Source: an optimization exercise on an open RTL-to-GDS flow (aim: small area, a short achievable clock period and few clock cycles per item). Production flows keep margins and buffers that such runs may drop.
RTL that was checked went through simulation tests only; none was proved equivalent to the original.

== ember ==
Design atan, start of the top module:
module atan
(
    input                       clk         ,
    input                       rst_n       ,
    input                       trig        ,
    output                      vld         ,
    input       signed  [16:0]  para_in     ,
    output      signed  [11:0]  atany
);
clock: 6.0 ns
lec_check: 0
abc_area: 1
cap_margin: 20
core_margin: 2
core_utilization: 40
setup_slack_margin: 3
slew_margin: 20
standard.sh (not shown) runs the stock make flow with config.mk's settings and CLKGATE_MAP_FILE= SYNTH_SCRIPT=/design/flow/synth_recipe.tcl, a recipe that flattens the netlist after the stock synthesis.
==> flow/flow/run.sh <==
#!/bin/bash
# Own layout flow: the standard flow (standard.sh, ORFS) with one change:
# the port buffers are the smallest buffer cell (every port still gets one).
# The make run writes its full output to a log of its own in this folder.
set -euo pipefail
here=$(pwd)
bash standard.sh \
  "BUFFER_PORTS_ARGS=-buffer_cell sky130_fd_sc_hd__buf_1" \
  finish > "$here/flow_make.log" 2>&1
Modified inputs, harbor compared to ember
- swapping 40 for 50 in CORE_UTILIZATION
### Flow results
From ember to harbor the numbers moved as follows: setup slack now smaller; sequential share of layout area +0.42 points; post-detailed-placement cell area dropped about 0.8%.
harbor does better than ember on total detailed-routing wirelength.
Of the two values seen for endpoint of the worst setup timing path, atany[8] was produced by ember and atany[10] by harbor.
When harbor is measured against ember, its relative area change from synthesis to final layout turns out 2.5 points lower.
No run of this note included a check of the RTL's function; only the layout flow was run.

---

== run A ==
atan, a different RTL version from the one above (not shown whole).
Size: roughly 1,000 cells after synthesis, ~33 I/O pins, ~6200 µm² of cells after synthesis.
==> flow/config.mk <==
export PLATFORM = sky130hd
export DESIGN_NAME = atan
export DESIGN_NICKNAME = atan
export VERILOG_FILES = /design/flow/design.v
export SDC_FILE = /design/flow/constraint.sdc
export NUM_CORES = 4
export LEC_CHECK = 0
export ABC_AREA = 1
export CAP_MARGIN = 20
export CORE_MARGIN = 2
export CORE_UTILIZATION = 50
export CTS_BUF_LIST = sky130_fd_sc_hd__clkbuf_4 sky130_fd_sc_hd__clkbuf_8
export SETUP_SLACK_MARGIN = 3
export SLEW_MARGIN = 20
==> flow/constraint.sdc <==
create_clock -name core_clock -period 6.0 [get_ports {clk}]
set_input_delay 1.2000 -clock core_clock [delete_from_list [all_inputs] [get_ports {clk}]]
set_output_delay 1.2000 -clock core_clock [all_outputs]
set_load 0.01 [all_outputs]
Scripts as last shown in full above: flow/flow/run.sh
Testbench counts of run A, summed over its fixed seeds: cycles 24,008, items 2,400.
Here is what was changed in the inputs of run B compared with run A.
- removing CTS_BUF_LIST (formerly sky130_fd_sc_hd__clkbuf_4 sky130_fd_sc_hd__clkbuf_8)
- changing CORE_UTILIZATION from 50 to 40
--- outcome ---
Run B completed end to end with timing, DRC and antenna clean. Of the two values seen for launch point of the worst path, z[19]$_DFF_P_ was produced by run B and acc[1]$_SDFF_PP0_ by run A. Of the two values seen for class of the most critical setup path, reg -> reg was produced by run B and reg -> out by run A. Run B vs. run A: share of the final layout cell area in sequential cells dropped 0.29 points, cell count went up 21, hold slack dropped 9.0 ps, number of placed I/O pins saw little to no change.
Input-level comparison between run C and run B:
- SETUP_SLACK_MARGIN now 3.5, was 3
==> flow/run.sh (new file) <==
#!/bin/bash
# synth_recipe.tcl (not shown) runs the flow's synth.tcl, then flattens the netlist and writes it again
# the make line also repeats each setting of config.mk as NAME=value (left out here)
make -C /OpenROAD-flow-scripts/flow DESIGN_CONFIG=/design/flow/config.mk WORK_HOME=/design/flow/orfs CLKGATE_MAP_FILE= SYNTH_SCRIPT=/design/flow/synth_recipe.tcl finish
removed: flow/flow/run.sh
removed: flow/standard.sh
## What came out
- Library cell contributing the largest single delay on the critical path: sky130_fd_sc_hd__ha_4 -> run C, sky130_fd_sc_hd__ha_1 -> run B
- Area of the mapped netlist: run B vs run C identical
- Comparing run B against run C, there is no change at all in sequential cell count.
- Summary of run C over run B: multi-input gate share of the layout cell area lost 2.8 points, insertion delay to the later sink of the worst-skew pair saw little to no change, global-route usage shows an increase of 2.6 points, I/O pin total was more or less identical.
Input changes introduced in run D (baseline for comparison: run C):
- changing SETUP_SLACK_MARGIN from 3.5 to 3
- setting ABC_CLOCK_PERIOD_IN_PS to 3000 for the first time
==> comparison <==
- Post-cts repair resize count was lower in run D than in run C.
- Compared with run C, routed wire length in run D decreased by more than 10%.
- Run C -> run D: number of sequential cells delta 0, exact match
- Run D vs. run C: die area shows no meaningful change; signed area change from the synthesized netlist to the final layout decreased 23 points.

---

Starting RTL as in the previous note.
make LEC_CHECK=0 ABC_AREA=1 CAP_MARGIN=20 CORE_MARGIN=2 CORE_UTILIZATION=40 CTS_BUF_LIST='sky130_fd_sc_hd__clkbuf_2 sky130_fd_sc_hd__clkbuf_4' SETUP_SLACK_MARGIN=3 SLEW_MARGIN=20 finish   # period 6.0 ns
run.sh (not shown) runs the stock make flow with config.mk's settings and CLKGATE_MAP_FILE= SYNTH_SCRIPT=/design/flow/synth_recipe.tcl, a recipe that flattens the netlist after the stock synthesis.
Stock flow here: none of the scripts above is used.
The baseline completed with no timing, DRC or antenna violations.
Testbench counts at the start, summed over its fixed seeds: cycles 24,008, items 2,400.
==> next run, changes <==
==> flow/flow/run.sh (new file) <==
#!/bin/bash
# Own layout flow: the standard flow (standard.sh, ORFS) with one change:
# the port buffers are the smallest buffer cell (every port still gets one).
# The make run writes its full output to a log of its own in this folder.
set -euo pipefail
here=$(pwd)
bash standard.sh \
  "BUFFER_PORTS_ARGS=-buffer_cell sky130_fd_sc_hd__buf_1" \
  finish > "$here/flow_make.log" 2>&1
==> flow/standard.sh (new file) <==
#!/bin/bash
# synth_recipe.tcl (not shown) runs the flow's synth.tcl, then flattens the netlist and writes it again
# the make line also repeats each setting of config.mk as NAME=value (left out here)
make -C /OpenROAD-flow-scripts/flow DESIGN_CONFIG=/design/flow/config.mk WORK_HOME=/design/flow/orfs CLKGATE_MAP_FILE= SYNTH_SCRIPT=/design/flow/synth_recipe.tcl "${@:-finish}"
- CORE_UTILIZATION: 40 -> 55
- CTS_BUF_LIST: sky130_fd_sc_hd__clkbuf_2 sky130_fd_sc_hd__clkbuf_4 -> unset
removed: flow/run.sh
Result: The changed run ran to the end with no violations; wire length goes down by a few percent; setup slack is worse by 0.021 ns; die area falls by a quarter to a third; final area came out lower by a few percent; worst hold slack gains 0.027 ns; clock-buffer cell count goes up by 3; utilization is higher by 16 points.
==> next run, changes <==
- CORE_UTILIZATION: 55 -> 45
- CTS_BUF_LIST: unset -> sky130_fd_sc_hd__clkbuf_8
After rerunning: Worst setup slack gets better by 0.017 ns; routed wire length went up by 1.4%; register-to-register slack improved by 0.04 ns.
==> next run, changes <==
==> flow/run.sh (new file) <==
#!/bin/bash
# synth_recipe.tcl (not shown) runs the flow's synth.tcl, then flattens the netlist and writes it again
# the make line also repeats each setting of config.mk as NAME=value (left out here)
make -C /OpenROAD-flow-scripts/flow DESIGN_CONFIG=/design/flow/config.mk WORK_HOME=/design/flow/orfs CLKGATE_MAP_FILE= SYNTH_SCRIPT=/design/flow/synth_recipe.tcl finish
- ABC_AREA: 1 -> unset
- CORE_UTILIZATION: 45 -> 40
- CTS_BUF_LIST: sky130_fd_sc_hd__clkbuf_8 -> unset
- TNS_END_PERCENT: unset -> 100
removed: flow/flow/run.sh
removed: flow/standard.sh
- cell count goes down by 18%
- wire length rose by 0.33%
- final area is higher by 11%
- first-iteration DRC count rises by 11%
==> next run, changes <==
==> flow/flow/run.sh (new file) <==
#!/bin/bash
# Own layout flow: the standard flow (standard.sh, ORFS) with one change:
# the port buffers are the smallest buffer cell (every port still gets one).
# The make run writes its full output to a log of its own in this folder.
set -euo pipefail
here=$(pwd)
bash standard.sh \
  "BUFFER_PORTS_ARGS=-buffer_cell sky130_fd_sc_hd__buf_1" \
  finish > "$here/flow_make.log" 2>&1
==> flow/standard.sh (new file) <==
#!/bin/bash
# synth_recipe.tcl (not shown) runs the flow's synth.tcl, then flattens the netlist and writes it again
# the make line also repeats each setting of config.mk as NAME=value (left out here)
make -C /OpenROAD-flow-scripts/flow DESIGN_CONFIG=/design/flow/config.mk WORK_HOME=/design/flow/orfs CLKGATE_MAP_FILE= SYNTH_SCRIPT=/design/flow/synth_recipe.tcl "${@:-finish}"
- ABC_AREA: unset -> 1
- CORE_UTILIZATION: 40 -> 50
- CTS_BUF_LIST: unset -> sky130_fd_sc_hd__clkbuf_8
- TNS_END_PERCENT: 100 -> unset
removed: flow/run.sh
The changed run completed with no timing, DRC or antenna violations.
Setup slack is better by 0.21 ns.
Sequential cell count does not change.
Non-clock buffer count falls by 51.
==> next run, changes <==
- CORE_UTILIZATION: 50 -> 40
- CTS_BUF_LIST: sky130_fd_sc_hd__clkbuf_8 -> sky130_fd_sc_hd__clkbuf_4
After rerunning:
- The changed run finished clean
- worst hold slack is about the same
- cell area grows by 1.8%
- sequential share of layout area shrinks by 0.31 points
- critical path depth grows by 1

## static timing again, ports no longer ideal
Ports are ideal in the flow. The routed layouts listed here were re-timed in OpenROAD. Step 1: set_driving_cell puts a clkbuf_16 on clk and a buf_2 on each other input, an assumption about the parent block. Step 2, shift: input delay + t, output delay - t, t = (earliest + latest rising clock arrival at the registers) / 2. This alone moves slack from input paths to output paths. Slacks: ideal ports / drivers / drivers and shift; pairs: ideal ports / drivers.
run | t, ns | slack for setup (ns) | hold WS [ns] | worst setup path at the end | clock arrival spread, ns
ember | 0.377 | 3.114 / 3.078 / 2.957 | 0.461 / 0.461 / 0.461 | input to register | 0.009 / 0.008
harbor | 0.386 | 3.090 / 3.049 / 2.949 | 0.474 / 0.474 / 0.474 | input to register | 0.008 / 0.009
run A | 0.406 | 3.115 / 3.077 / 2.955 | 0.464 / 0.464 / 0.464 | input to register | 0.012 / 0.012
run B | 0.381 | 3.115 / 3.078 / 2.761 | 0.455 / 0.455 / 0.455 | input to register | 0.008 / 0.009
run C | 0.385 | 3.089 / 3.051 / 2.884 | 0.460 / 0.460 / 0.460 | input to register | 0.012 / 0.012
run D | 0.383 | 3.062 / 3.042 / 2.697 | 0.451 / 0.451 / 0.451 | input to register | 0.009 / 0.010
the first run of note 3 | 0.480 | 3.096 / 3.061 / 2.748 | 0.457 / 0.457 / 0.457 | input to register | 0.018 / 0.018
the second run of note 3 | 0.380 | 3.075 / 3.037 / 2.823 | 0.484 / 0.484 / 0.484 | input to register | 0.007 / 0.007
the third run of note 3 | 0.403 | 3.092 / 3.052 / 2.781 | 0.450 / 0.450 / 0.450 | input to register | 0.015 / 0.015
the fourth run of note 3 | 0.386 | 2.908 / 2.908 / 2.603 | 0.482 / 0.482 / 0.482 | input to register | 0.006 / 0.006
the fifth run of note 3 | 0.406 | 3.115 / 3.077 / 2.955 | 0.464 / 0.464 / 0.464 | input to register | 0.012 / 0.012
the sixth run of note 3 | 0.477 | 3.022 / 2.987 / 2.647 | 0.463 / 0.463 / 0.463 | input to register | 0.016 / 0.016
After both steps every run listed still meets setup and hold. For the sixth run of note 3, which loses most, drivers alone change the setup slack by -0.035 ns; drivers and shift together by -0.375 ns.
